This design comes from an exercise in tuning for small area on the open sky130 flow, not from production work. In this exercise RTL edits were held to simulation tests only and were not proved equivalent to the original. Power and IR drop assume default switching activity.

Setup of job 101:
==> flow/design.v <==
module joltage #(parameter int LENGTH = 100) (
    input logic clk, rst, start, data_valid,
    input logic [4*LENGTH-1:0] line_flat,
    output logic [15:0] joltage1_out,
    output logic [63:0] joltage2_out,
    output logic done
    );
    localparam int NB = 87;                    
    function automatic logic [3:0] half(input logic cin, input logic [3:0] d);
        half[0] = d[1] ^ cin;
        half[1] = d[2] ^ (cin & d[1]);
        half[2] = d[3] ^ (cin & ~(d[2] & d[1]));
        half[3] = cin & (d[3] | (d[2] & d[1]));
    endfunction
    function automatic logic ge(input logic [3:0] a, input logic [3:0] b);
        logic g3, g2, g1, e3, e2, e1;
        g3 = a[3] & ~b[3];  e3 = ~(a[3] ^ b[3]);
        g2 = a[2] & ~b[2];  e2 = ~(a[2] ^ b[2]);
        g1 = a[1] & ~b[1];  e1 = ~(a[1] ^ b[1]);
        ge = g3 | (e3 & (g2 | (e2 & (g1 | (e1 & (a[0] | ~b[0]))))));
    endfunction
    logic [2:0] q;            
    logic [7:0] sw;           
    logic run, clr, done_q;
    assign done = done_q;
    logic q0, q6, ph_r, ph_s, s_first, ph_d, ph_c, fin, d_hi, c_last;
    assign q0      = (q == 3'd0);
    assign q6      = (q == 3'd6);
    assign d_hi    = sw[7] & sw[6] & (sw[5] | (sw[4] & sw[3]));
    assign ph_r    = run & ~sw[7] & sw[6];
    assign ph_s    = run & sw[7] & ~d_hi;
    assign s_first = (sw == 8'd128);
    assign ph_d    = run & d_hi;
    assign c_last  = sw[1] & sw[0];
    assign ph_c    = run & ~sw[7] & ~sw[6] & ~(c_last & (q >= 3'd3));
    assign fin     = run & ~sw[7] & ~sw[6] & c_last & (q == 3'd2);
    always_ff @(posedge clk) begin : ctrl
        if (data_valid) begin
            q  <= 3'd0;
            sw <= 8'd118;
        end else begin
            q  <= q6 ? 3'd0 : q + 3'd1;
            if (q6) sw <= sw + 8'd1;
        end
        if (rst) begin
            run    <= 1'b0;
            done_q <= 1'b0;
            clr    <= 1'b1;
        end else begin
            if (data_valid) run <= 1'b1;
            else if (fin) run <= 1'b0;
            if (start) done_q <= 1'b0;
            else if (fin) done_q <= 1'b1;
            if (fin) clr <= 1'b0;
        end
    end
    logic bshift, bsh_q;      
    assign bshift = bsh_q & ~rst;
    always_ff @(posedge clk) begin : bsh
        if (rst) bsh_q <= 1'b0;
        else if (data_valid) bsh_q <= 1'b1;
        else if (d_hi) bsh_q <= 1'b0;
    end
    logic [3:0] buf_q [0:NB-1];
    genvar s;
    generate
        for (s = 0; s < NB; s++) begin : g_buf
            localparam int DIG = (25 * s + 35) % NB;
            if (s % 3 == 0) begin : g_gated
                always_ff @(posedge clk)
                    buf_q[s] <= ~((line_flat[4*DIG +: 4] | {4{~data_valid}}) &
                                  (buf_q[(s + NB - 1) % NB] | {4{~bshift}}));
            end else if (s % 3 == 1) begin : g_free0
                always_ff @(posedge clk)
                    buf_q[s] <= ~((line_flat[4*DIG +: 4] & {4{data_valid}}) |
                                  buf_q[s - 1]);
            end else begin : g_free1
                always_ff @(posedge clk)
                    buf_q[s] <= ~((line_flat[4*DIG +: 4] | {4{~data_valid}}) &
                                  buf_q[s - 1]);
            end
        end
    endgenerate
    logic [3:0] x;            
    assign x = buf_q[NB-1] ^ {4{~sw[0]}};
    logic [7:0] rot [0:6];
    logic [3:0] prev;
    logic act;
    logic [3:0] h0, h1, pe, y_sel, o0, o1;
    logic ae, force_sh, e0, e1, cin;
    assign h0 = rot[0][3:0];
    assign h1 = rot[0][7:4];
    assign y_sel    = (ph_r | s_first) ? prev : x;
    assign pe       = q0 ? y_sel : prev;
    assign ae       = (q < 3'd2) | act;
    assign force_sh = ph_r & ~q0;
    assign e0       = (ph_r | ph_s) & ae & (force_sh | ge(pe, h0));
    assign e1       = e0 & (force_sh | ge(h0, h1));
    assign cin      = (q >= 3'd2) & prev[0];
    always_comb begin : unit
        if (ph_d & (~q0 | (sw[7:4] == 4'b1110))) begin
            o0 = half(cin, h0);
            o1 = half(h0[0], h1);
        end else begin
            o0 = e0 ? pe : h0;
            o1 = e1 ? h0 : h1;
        end
    end
    always_ff @(posedge clk) begin : unit_seq
        if (data_valid)
            prev <= line_flat[4*97 +: 4];
        else
            prev <= q0 ? y_sel : h1;
        act <= e1;
    end
    genvar j;
    generate
        for (j = 0; j < 7; j++) begin : g_rot
            localparam int D0 = (j < 2) ? 98 : 83 + 2 * j;
            logic [7:0] nxt;
            if (j == 6) begin : g_tail
                assign nxt = {o1, o0};
            end else begin : g_mid
                assign nxt = rot[j+1];
            end
            if (j % 2 == 1) begin : g_free
                always_ff @(posedge clk)
                    rot[j] <= ({line_flat[4*(D0+1) +: 4], line_flat[4*D0 +: 4]} & {8{data_valid}}) |
                              nxt;
            end else begin : g_gated
                always_ff @(posedge clk)
                    rot[j] <= ({line_flat[4*(D0+1) +: 4], line_flat[4*D0 +: 4]} & {8{data_valid}}) |
                              (nxt & {8{run}});
            end
        end
    endgenerate
    logic [15:0] j1;
    logic [63:0] j2;
    logic cy1, cy2, st1, st2, r1, r2, a1, a2, s1, s2, c1, c2;
    assign st1 = ph_d & q0 & (sw[7:4] == 4'b1110);
    assign st2 = (ph_d & q6) | ph_c;
    assign a1  = h1[0];
    assign a2  = ph_d & h1[0];
    assign r1  = j1[0] & ~clr;
    assign r2  = j2[0] & ~clr;
    assign s1  = r1 ^ a1 ^ cy1;
    assign s2  = r2 ^ a2 ^ cy2;
    assign c1  = (r1 & a1) | (r1 & cy1) | (a1 & cy1);
    assign c2  = (r2 & a2) | (r2 & cy2) | (a2 & cy2);
    always_ff @(posedge clk) begin : totals
        if (st1) j1 <= {s1, j1[15:1]};
        if (st2) j2 <= {s2, j2[63:1]};
        if (data_valid) begin
            cy1 <= 1'b0;
            cy2 <= 1'b0;
        end else begin
            if (st1) cy1 <= c1;
            if (st2) cy2 <= c2;
        end
    end
    assign joltage1_out = j1;
    assign joltage2_out = j2;
endmodule
==> flow/config.mk <==
export PLATFORM = sky130hd
export DESIGN_NAME = joltage
export DESIGN_NICKNAME = joltage
export VERILOG_FILES = /design/flow/design.v
export SDC_FILE = /design/flow/constraint.sdc
export NUM_CORES = 4
export LEC_CHECK = 0
export CAP_MARGIN = 20
export CORE_MARGIN = 2
export CORE_UTILIZATION = 70
export SLEW_MARGIN = 20
==> flow/constraint.sdc <==
create_clock -name core_clock -period 25.0 [get_ports {clk}]
set_input_delay 5.0000 -clock core_clock [delete_from_list [all_inputs] [get_ports {clk}]]
set_output_delay 5.0000 -clock core_clock [all_outputs]
set_load 0.01 [all_outputs]
standard.sh (not shown) runs the stock make flow with config.mk's settings and CLKGATE_MAP_FILE= SYNTH_SCRIPT=/design/flow/synth_recipe.tcl, a recipe that flattens the netlist after the stock synthesis.
==> flow/flow/run.sh <==
#!/bin/bash
# The standard layout (standard.sh), with two changes:
#  - port buffers are buf_1 instead of the default clkdlybuf4s50_1;
#  - the clock tree uses clkbuf_4 buffers, each driving up to 10 registers,
#    and no dummy loads.
export BUFFER_PORTS_ARGS="-buffer_cell sky130_fd_sc_hd__buf_1"
export CTS_ARGS="-sink_clustering_enable -repair_clock_nets -dont_use_dummy_load -buf_list {sky130_fd_sc_hd__clkbuf_4} -sink_clustering_size 10 -sink_clustering_max_diameter 45"
bash standard.sh > standard.log 2>&1
Inputs modified between job 101 and job 102:
--- a/flow/design.v
+++ b/flow/design.v
@@ -55,11 +55,4 @@
         end
     end
-    logic bshift, bsh_q;      
-    assign bshift = bsh_q & ~rst;
-    always_ff @(posedge clk) begin : bsh
-        if (rst) bsh_q <= 1'b0;
-        else if (data_valid) bsh_q <= 1'b1;
-        else if (d_hi) bsh_q <= 1'b0;
-    end
     logic [3:0] buf_q [0:NB-1];
     genvar s;
@@ -67,15 +60,11 @@
         for (s = 0; s < NB; s++) begin : g_buf
             localparam int DIG = (25 * s + 35) % NB;
-            if (s % 3 == 0) begin : g_gated
+            if (s == 0 || s % 2 == 1) begin : g_gated
                 always_ff @(posedge clk)
                     buf_q[s] <= ~((line_flat[4*DIG +: 4] | {4{~data_valid}}) &
-                                  (buf_q[(s + NB - 1) % NB] | {4{~bshift}}));
-            end else if (s % 3 == 1) begin : g_free0
+                                  (buf_q[(s + NB - 1) % NB] | {4{~run}}));
+            end else begin : g_free
                 always_ff @(posedge clk)
                     buf_q[s] <= ~((line_flat[4*DIG +: 4] & {4{data_valid}}) |
-                                  buf_q[s - 1]);
-            end else begin : g_free1
-                always_ff @(posedge clk)
-                    buf_q[s] <= ~((line_flat[4*DIG +: 4] | {4{~data_valid}}) &
                                   buf_q[s - 1]);
             end
Results
- Diff job 101 -> job 102: sequential share of layout area essentially unchanged; net count after synthesis essentially unchanged; delay of the slowest cell on the worst path decreased 0.09 ns; area fraction in and, or, nand and nor cells after synthesis essentially unchanged.
- Between job 101 and job 102, the difference in first-pass GRT wire length is negligible.
- Taking job 101 as the reference, in job 102 clock latency reported for the late side of the worst-skew pair neither gained nor lost much; met3 wirelength from detailed routing saw a decrease; number of global-route vias before repair higher; layout filler cell count has decreased; routed wire length lower.
- Diff job 101 -> job 102 | part of the power in combinational logic | increase of 0.5 points
- Job 102 vs. job 101: number of diodes went down by 4.

==> re-timing with driven ports <==
The flow's constraints put no driver on any port. The routed layouts listed below were extracted and timed again, unchanged, in two steps.
Step 1: set_driving_cell puts a clkbuf_16 on clk and a buf_2 on each other input, an assumption about the parent block.
Step 2 also shifts input and output timing later by t, the mid clock arrival at the registers, as if the neighbouring blocks saw the same clock.
a / b / c = ideal / step 1 / step 2; a / b = the first two.
run | t (ns) | setup slack, ns | worst hold slack (ns) | worst register clock-pin slew, ns
job 101 | 0.746 | 18.331 / 18.355 / 17.609 | 0.366 / 0.366 / 0.366 | 0.11 / 0.11
job 102 | 0.729 | 18.348 / 18.372 / 17.643 | 0.343 / 0.343 / 0.343 | 0.11 / 0.11
After both steps setup and hold are still met in every run listed. For job 101, which loses most, drivers alone change the setup slack by +0.024 ns; drivers and shift together by -0.722 ns.
